From an optimization exercise on the open Yosys and OpenROAD flow, aimed at small area, a short achievable clock period and few clock cycles per item; shortcuts taken in it are not production practice. At most, simulation tests tie the RTL to the original design; equivalence was not proved. Power and IR drop assume default switching activity.

==> inputs of exp/onyx <==
// mul_fu
module mul_fu (
    input  logic        clk,
    input  logic        rst_n,
    input  logic        in_valid,
    input  logic [3:0]  in_ctrl,
    input  logic [31:0] in_a,
    input  logic [31:0] in_b,
    input  logic [6:0]  in_tag,
    output logic        in_ready,
    output logic        out_req,
    output logic [6:0]  out_tag,
    output logic [31:0] out_data,
    input  logic        out_grant
);
Settings: LEC_CHECK=0, ABC_CLOCK_PERIOD_IN_PS=2500, CAP_MARGIN=30, CORE_MARGIN=2, CORE_UTILIZATION=50, CTS_BUF_LIST=sky130_fd_sc_hd__clkbuf_4 sky130_fd_sc_hd__clkbuf_8, SLEW_MARGIN=50, SYNTH_HIERARCHICAL=1, SYNTH_MINIMUM_KEEP_SIZE=0; clock period 10.0 ns.
standard.sh (not shown) runs the stock make flow with config.mk's settings and CLKGATE_MAP_FILE= SYNTH_SCRIPT=/design/flow/synth_recipe.tcl, a recipe that flattens the netlist after the stock synthesis.
==> flow/flow/run.sh <==
#!/bin/bash
# Standard ORFS layout (the standard.sh), with the port buffers made plain
# buffers (buf_2) instead of the delay buffer buffer_ports picks by default.
set -euo pipefail
bash standard.sh synth > synth.log 2>&1
bash standard.sh BUFFER_PORTS_ARGS="-buffer_cell sky130_fd_sc_hd__buf_2" finish > layout.log 2>&1
==> exp/maple: changes against exp/onyx <==
Settings changed: CAP_MARGIN 30 to 20, CORE_UTILIZATION 50 to 60, SLEW_MARGIN 50 to 35.
==> summary.txt <==
- exp/maple completed with no timing, DRC or antenna violations. exp/onyx ran to the end with no violations.
- In exp/maple the via count is larger than in exp/onyx, by about 2.2%.
- Core utilization: exp/maple is higher than exp/onyx (11 points).
- In exp/maple the register-to-register slack is lower than in exp/onyx, by 0.24 ns.
- Sequential power is about the same in exp/onyx and exp/maple.
Testbench counts of exp/onyx, summed over its fixed seeds: cycles 2,374, items 2,048.
Testbench counts of exp/maple, summed over its fixed seeds: cycles 2,374, items 2,048.

========
==> inputs of run M <==
mul_fu, a different RTL version from the one above (not shown whole).
clock: 10.0 ns
lec_check: 0
abc_clock_period_in_ps: 2500
cap_margin: 50
core_margin: 2
core_utilization: 40
slew_margin: 70
synth_hierarchical: 1
synth_minimum_keep_size: 0
Scripts as last shown in full above: flow/flow/run.sh
==> run H: changes against run M <==
- CTS_BUF_LIST: unset -> sky130_fd_sc_hd__clkbuf_4 sky130_fd_sc_hd__clkbuf_8
==> comparison table <==
Global-route total usage across every layer: run M 0.204; run H 0.205
Worst IR drop on VDD: run M 248 uV; run H 247 uV
Global-route wire length before repair: run M 88300 um; run H 88500 um
Combinational-cell power consumption: run M 4.66 mW; run H 4.67 mW
Clock root buffer: run M clkbuf_16; run H clkbuf_8
Worst hold slack: run M 0.418 ns; run H 0.421 ns
P_int: run M 4.60 mW; run H 4.51 mW
Period Utilization, post-route: run M 0.362; run H 0.361
Total length of routed wires: run M 57300 um; run H 57300 um
Worst flop-to-flop path startpoint: run M s1_an[23]$_DFFE_PP_; run H s2_mid[36]$_DFFE_PP_
Arrival @ worst endpoint: run M 3.91 ns; run H 4.09 ns
Time the final worst path needs with I/O delays and setup: run M 3.62 ns; run H 3.61 ns
Outcome: run M finished clean; run H finished clean
No run of this note included a check of the RTL's function; only the layout flow was run.

========
==> exp/harbor: inputs <==
Another version of the RTL of mul_fu (not shown whole).
==> module mul_fu, before the edit <==
module mul_fu (
    input  logic        clk,
    input  logic        rst_n,
    input  logic        in_valid,
    input  logic [3:0]  in_ctrl,
    input  logic [31:0] in_a,
    input  logic [31:0] in_b,
    input  logic [6:0]  in_tag,
    output logic        in_ready,
    output logic        out_req,
    output logic [6:0]  out_tag,
    output logic [31:0] out_data,
    input  logic        out_grant
);
    localparam logic [3:0] ALU_MUL = 4'd1;
    localparam int MIDW = 119;
    logic              s1_v, s2_v, q0_v, q1_v;
    logic [31:0]       s1_a;
    logic [15:0]       s1_one, s1_two, s1_neg;
    logic [6:0]        s1_tag, s2_tag, q0_tag, q1_tag;
    logic [MIDW-1:0]   s2_mid;
    logic [31:0]       q0_data, q1_data;
    logic [3:0]        occ;     
    logic              rdy;
    logic [MIDW-1:0]   mid_d;
    logic [31:0]       row0, row1, q0_d;
    mul_core u_core (
        .a(s1_a), .one(s1_one), .two(s1_two), .neg(s1_neg), .mid_d(mid_d), .mid_q(s2_mid), .row0(row0), .row1(row1)
    );
    add_or_hold u_add (.x(row0), .y(row1), .hold(q1_v), .h(q1_data), .s(q0_d));
    logic [15:0] enc_one, enc_two, enc_neg;
    logic [32:0] bx;
    assign bx = {in_b, 1'b0};
    always_comb begin
        for (int k = 0; k < 16; k++) begin
            enc_one[k] = bx[2*k+1] ^ bx[2*k];
            enc_two[k] = (bx[2*k+2] & ~bx[2*k+1] & ~bx[2*k]) | (~bx[2*k+2] & bx[2*k+1] & bx[2*k]);
            enc_neg[k] = bx[2*k+2];
        end
    end
    logic acc, del, s2_move, s1_en, s2_en, q0_en;
    assign acc     = in_valid & rdy;
    assign del     = q0_v & out_grant;
    assign s2_move = s2_v & ~q1_v;            
    assign s2_en   = ~s2_v | s2_move;
    assign s1_en   = ~s1_v | s2_en;
    assign q0_en   = ~q0_v | del;
    logic [3:0] occ_next;
    always_comb begin
        occ_next = occ;
        if (acc & ~del) occ_next = {occ[2:0], 1'b1};
        if (del & ~acc) occ_next = {1'b0, occ[3:1]};
    end
    always_ff @(posedge clk) begin
        if (!rst_n) begin
            s1_v <= 1'b0;
            s2_v <= 1'b0;
            q0_v <= 1'b0;
            q1_v <= 1'b0;
            occ  <= 4'd0;
            rdy  <= 1'b1;
        end else begin
            if (s1_en) s1_v <= acc;
            if (s2_en) s2_v <= s1_v;
            if (q0_en) q0_v <= q1_v | s2_v;
            q1_v <= q1_v ? ~del : (s2_move & q0_v & ~del);
            occ  <= occ_next;
            rdy  <= ~occ_next[3];
        end
    end
    always_ff @(posedge clk) begin
        if (s1_en) begin
            s1_a   <= (in_ctrl == ALU_MUL) ? in_a : 32'd0;
            s1_one <= enc_one;
            s1_two <= enc_two;
            s1_neg <= enc_neg;
            s1_tag <= in_tag;
        end
        if (s2_en) begin
            s2_mid <= mid_d;
            s2_tag <= s1_tag;
        end
        if (!q1_v) begin
            q1_data <= q0_d;
            q1_tag  <= s2_tag;
        end
        if (q0_en) begin
            q0_data <= q0_d;
            q0_tag  <= q1_v ? q1_tag  : s2_tag;
        end
    end
    assign in_ready = rdy;
    assign out_req  = q0_v;
    assign out_tag  = q0_tag;
    assign out_data = q0_data;
endmodule
==> module add_or_hold, before the edit <==
module add_or_hold (
    input  logic [31:0] x,
    input  logic [31:0] y,
    input  logic        hold,
    input  logic [31:0] h,
    output logic [31:0] s
);
    logic [31:0] p, g;
    logic [31:0] gl [6];
    logic [31:0] pl [6];
    assign p = x ^ y;
    assign g = x & y & {32{~hold}};
    assign gl[0] = g;
    assign pl[0] = p;
    for (genvar l = 0; l < 5; l++) begin : g_lvl
        for (genvar i = 0; i < 32; i++) begin : g_bit
            if (i >= (1 << l)) begin : g_op
                assign gl[l+1][i] = gl[l][i] | (pl[l][i] & gl[l][i - (1 << l)]);
                assign pl[l+1][i] = pl[l][i] & pl[l][i - (1 << l)];
            end else begin : g_pass
                assign gl[l+1][i] = gl[l][i];
                assign pl[l+1][i] = pl[l][i];
            end
        end
    end
    assign s = (hold ? h : p) ^ {gl[5][30:0], 1'b0};
endmodule
export LEC_CHECK = 0
export ABC_CLOCK_PERIOD_IN_PS = 2500
export CAP_MARGIN = 50
export CORE_MARGIN = 2
export CORE_UTILIZATION = 40
export SLEW_MARGIN = 70
export SYNTH_HIERARCHICAL = 1
export SYNTH_MINIMUM_KEEP_SIZE = 0
create_clock -name core_clock -period 10.0 [get_ports {clk}]
run.sh (not shown) runs the stock make flow with config.mk's settings and CLKGATE_MAP_FILE= SYNTH_SCRIPT=/design/flow/synth_recipe.tcl, a recipe that flattens the netlist after the stock synthesis.
Stock flow here: none of the scripts above is used.
==> inputs of exp/cedar, as changes to exp/harbor <==
--- a/flow/design.v
+++ b/flow/design.v
@@ -1225,11 +1225,11 @@
     logic [3:0]        occ;     
     logic              rdy;
     logic [MIDW-1:0]   mid_d;
-    logic [31:0]       row0, row1, q0_d;
+    logic [31:0]       row0, row1, res;
     mul_core u_core (
         .a(s1_a), .one(s1_one), .two(s1_two), .neg(s1_neg), .mid_d(mid_d), .mid_q(s2_mid), .row0(row0), .row1(row1)
     );
-    add_or_hold u_add (.x(row0), .y(row1), .hold(q1_v), .h(q1_data), .s(q0_d));
+    assign res = row0 + row1;
     logic [15:0] enc_one, enc_two, enc_neg;
     logic [32:0] bx;
     assign bx = {in_b, 1'b0};
@@ -1283,11 +1283,11 @@
             s2_tag <= s1_tag;
         end
         if (!q1_v) begin
-            q1_data <= q0_d;
+            q1_data <= res;
             q1_tag  <= s2_tag;
         end
         if (q0_en) begin
-            q0_data <= q0_d;
+            q0_data <= q1_v ? q1_data : res;
             q0_tag  <= q1_v ? q1_tag  : s2_tag;
         end
     end
@@ -1296,33 +1296,6 @@
     assign out_tag  = q0_tag;
     assign out_data = q0_data;
 endmodule
-module add_or_hold (
-    input  logic [31:0] x,
-    input  logic [31:0] y,
-    input  logic        hold,
-    input  logic [31:0] h,
-    output logic [31:0] s
-);
-    logic [31:0] p, g;
-    logic [31:0] gl [6];
-    logic [31:0] pl [6];
-    assign p = x ^ y;
-    assign g = x & y & {32{~hold}};
-    assign gl[0] = g;
-    assign pl[0] = p;
-    for (genvar l = 0; l < 5; l++) begin : g_lvl
-        for (genvar i = 0; i < 32; i++) begin : g_bit
-            if (i >= (1 << l)) begin : g_op
-                assign gl[l+1][i] = gl[l][i] | (pl[l][i] & gl[l][i - (1 << l)]);
-                assign pl[l+1][i] = pl[l][i] & pl[l][i - (1 << l)];
-            end else begin : g_pass
-                assign gl[l+1][i] = gl[l][i];
-                assign pl[l+1][i] = pl[l][i];
-            end
-        end
-    end
-    assign s = (hold ? h : p) ^ {gl[5][30:0], 1'b0};
-endmodule
 module fa_c (input logic x, y, z, output logic s, c);
     assign s = x ^ y ^ z;
     assign c = (x & y) | (x & z) | (y & z);
Settings changed: CAP_MARGIN 50 to 70, SLEW_MARGIN 70 to 85.
==> inputs of exp/umber, as changes to exp/harbor <==
--- a/flow/design.v
+++ b/flow/design.v
@@ -1225,11 +1225,11 @@
     logic [3:0]        occ;     
     logic              rdy;
     logic [MIDW-1:0]   mid_d;
-    logic [31:0]       row0, row1, q0_d;
+    logic [31:0]       row0, row1, res;
     mul_core u_core (
         .a(s1_a), .one(s1_one), .two(s1_two), .neg(s1_neg), .mid_d(mid_d), .mid_q(s2_mid), .row0(row0), .row1(row1)
     );
-    add_or_hold u_add (.x(row0), .y(row1), .hold(q1_v), .h(q1_data), .s(q0_d));
+    assign res = row0 + row1;
     logic [15:0] enc_one, enc_two, enc_neg;
     logic [32:0] bx;
     assign bx = {in_b, 1'b0};
@@ -1283,11 +1283,11 @@
             s2_tag <= s1_tag;
         end
         if (!q1_v) begin
-            q1_data <= q0_d;
+            q1_data <= res;
             q1_tag  <= s2_tag;
         end
         if (q0_en) begin
-            q0_data <= q0_d;
+            q0_data <= q1_v ? q1_data : res;
             q0_tag  <= q1_v ? q1_tag  : s2_tag;
         end
     end
@@ -1296,33 +1296,6 @@
     assign out_tag  = q0_tag;
     assign out_data = q0_data;
 endmodule
-module add_or_hold (
-    input  logic [31:0] x,
-    input  logic [31:0] y,
-    input  logic        hold,
-    input  logic [31:0] h,
-    output logic [31:0] s
-);
-    logic [31:0] p, g;
-    logic [31:0] gl [6];
-    logic [31:0] pl [6];
-    assign p = x ^ y;
-    assign g = x & y & {32{~hold}};
-    assign gl[0] = g;
-    assign pl[0] = p;
-    for (genvar l = 0; l < 5; l++) begin : g_lvl
-        for (genvar i = 0; i < 32; i++) begin : g_bit
-            if (i >= (1 << l)) begin : g_op
-                assign gl[l+1][i] = gl[l][i] | (pl[l][i] & gl[l][i - (1 << l)]);
-                assign pl[l+1][i] = pl[l][i] & pl[l][i - (1 << l)];
-            end else begin : g_pass
-                assign gl[l+1][i] = gl[l][i];
-                assign pl[l+1][i] = pl[l][i];
-            end
-        end
-    end
-    assign s = (hold ? h : p) ^ {gl[5][30:0], 1'b0};
-endmodule
 module fa_c (input logic x, y, z, output logic s, c);
     assign s = x ^ y ^ z;
     assign c = (x & y) | (x & z) | (y & z);
==> flow_summary_export.csv <==
group,metric,value,unit
synth,synthCells,1738,
sta,holdWs,0.417,ns
grt,grt_pass1_vias,16900,
synth,synthDistinctLibCells,73,
critical_path,path_buf_inv,12,
cells_and_area,final_common_cell,"a22oi_2",
placed_design,post-place-cells,2792,
critical_path,worstReg2RegStart,"s2_mid[20]",
cells_and_area,multi_input_area_share,50.2,%
critical_path,path_max_fanout,6,
outcome,status,"no timing/DRC/antenna violations",
power_and_ir_drop,pwr-share-comb,71.1,%
placed_design,hpwl,54.1,mm
[end of results for exp/cedar]
==> flow_summary_export.csv <==
group,metric,value,unit
outcome,status,"no timing/DRC/antenna violations",
placed_design,placed_area,25600,sq um
min_path,hp-class,"reg -> reg",
synth,synthDistinctLibCells,58,
cells_and_area,multi_input_area_share,50.1,%
cells_and_area,layout.nonclk_buf_share,8.70,%
sta,holdWs,0.419,ns
critical_path,worstReg2RegStart,"s2_mid[40]",
placed_design,hpwl,41.8,mm
grt,grt_pass1_vias,15200,
cells_and_area,buffers,234,
critical_path,max_stage_delay,0.57,ns
synth,yosysSeqAreaShare,37.3,%
synth,synthCells,1711,
[end of results for exp/harbor]
==> flow_summary_export.csv <==
group,metric,value,unit
outcome,status,"no timing/DRC/antenna violations",
sta,holdWs,0.414,ns
critical_path,worstReg2RegStart,"s2_mid[20]",
grt,grt_pass1_vias,15800,
power_and_ir_drop,pg_comb,5370,uW
synth,synthCells,1738,
critical_path,path_max_fanout,6,
placed_design,post-place-cells,2533,
synth,synthDistinctLibCells,73,
cells_and_area,multi_input_area_share,51.3,%
placed_design,hpwl,44.0,mm
[end of results for exp/umber]
Testbench counts of exp/cedar, summed over its fixed seeds: cycles 2,374, items 2,048.
Testbench counts of exp/umber, summed over its fixed seeds: cycles 2,374, items 2,048.
Function not checked in exp/harbor: the RTL went through the layout flow alone.

afterwards: timing with drivers on the ports:
In the flow no input, the clock included, has a driving cell. The finished layouts below were timed again as built, in two steps. Step 1, drivers: a clkbuf_16 drives clk and a buf_2 each remaining input, both assumed. Step 2 adds t to the input delays and takes it off the output delays; t is the mean of the earliest and latest rising clock arrival at the registers after step 1. Input paths then give back, and output paths get back, about the clock's delay inside the block. Three values: ideal, step 1, step 2; two values: the first two.
run | shift t [ns] | setup slack, ns | worst setup path at the end | worst register clock-pin slew, ns | cell pins on the clock port's net
exp/onyx | 0.682 | 6.803 / 6.747 / 6.784 | input to register | 0.07 / 0.07 | 1
exp/maple | 0.671 | 6.578 / 6.578 / 6.578 | register to register | 0.07 / 0.07 | 1
run M | 0.611 | 6.377 / 6.377 / 6.377 | register to register | 0.06 / 0.06 | 1
run H | 0.706 | 6.387 / 6.387 / 6.387 | register to register | 0.07 / 0.07 | 1
exp/harbor | 0.609 | 6.078 / 6.078 / 6.078 | register to register | 0.07 / 0.07 | 1
exp/cedar | 0.624 | 0.787 / 0.787 / 0.787 | register to register | 0.07 / 0.07 | 1
exp/umber | 0.601 | 6.260 / 6.260 / 6.260 | register to register | 0.06 / 0.06 | 1
After both steps every run listed still meets setup and hold. The setup slack of exp/onyx, which loses most, moves by -0.056 ns with the drivers and by -0.019 ns with both steps.
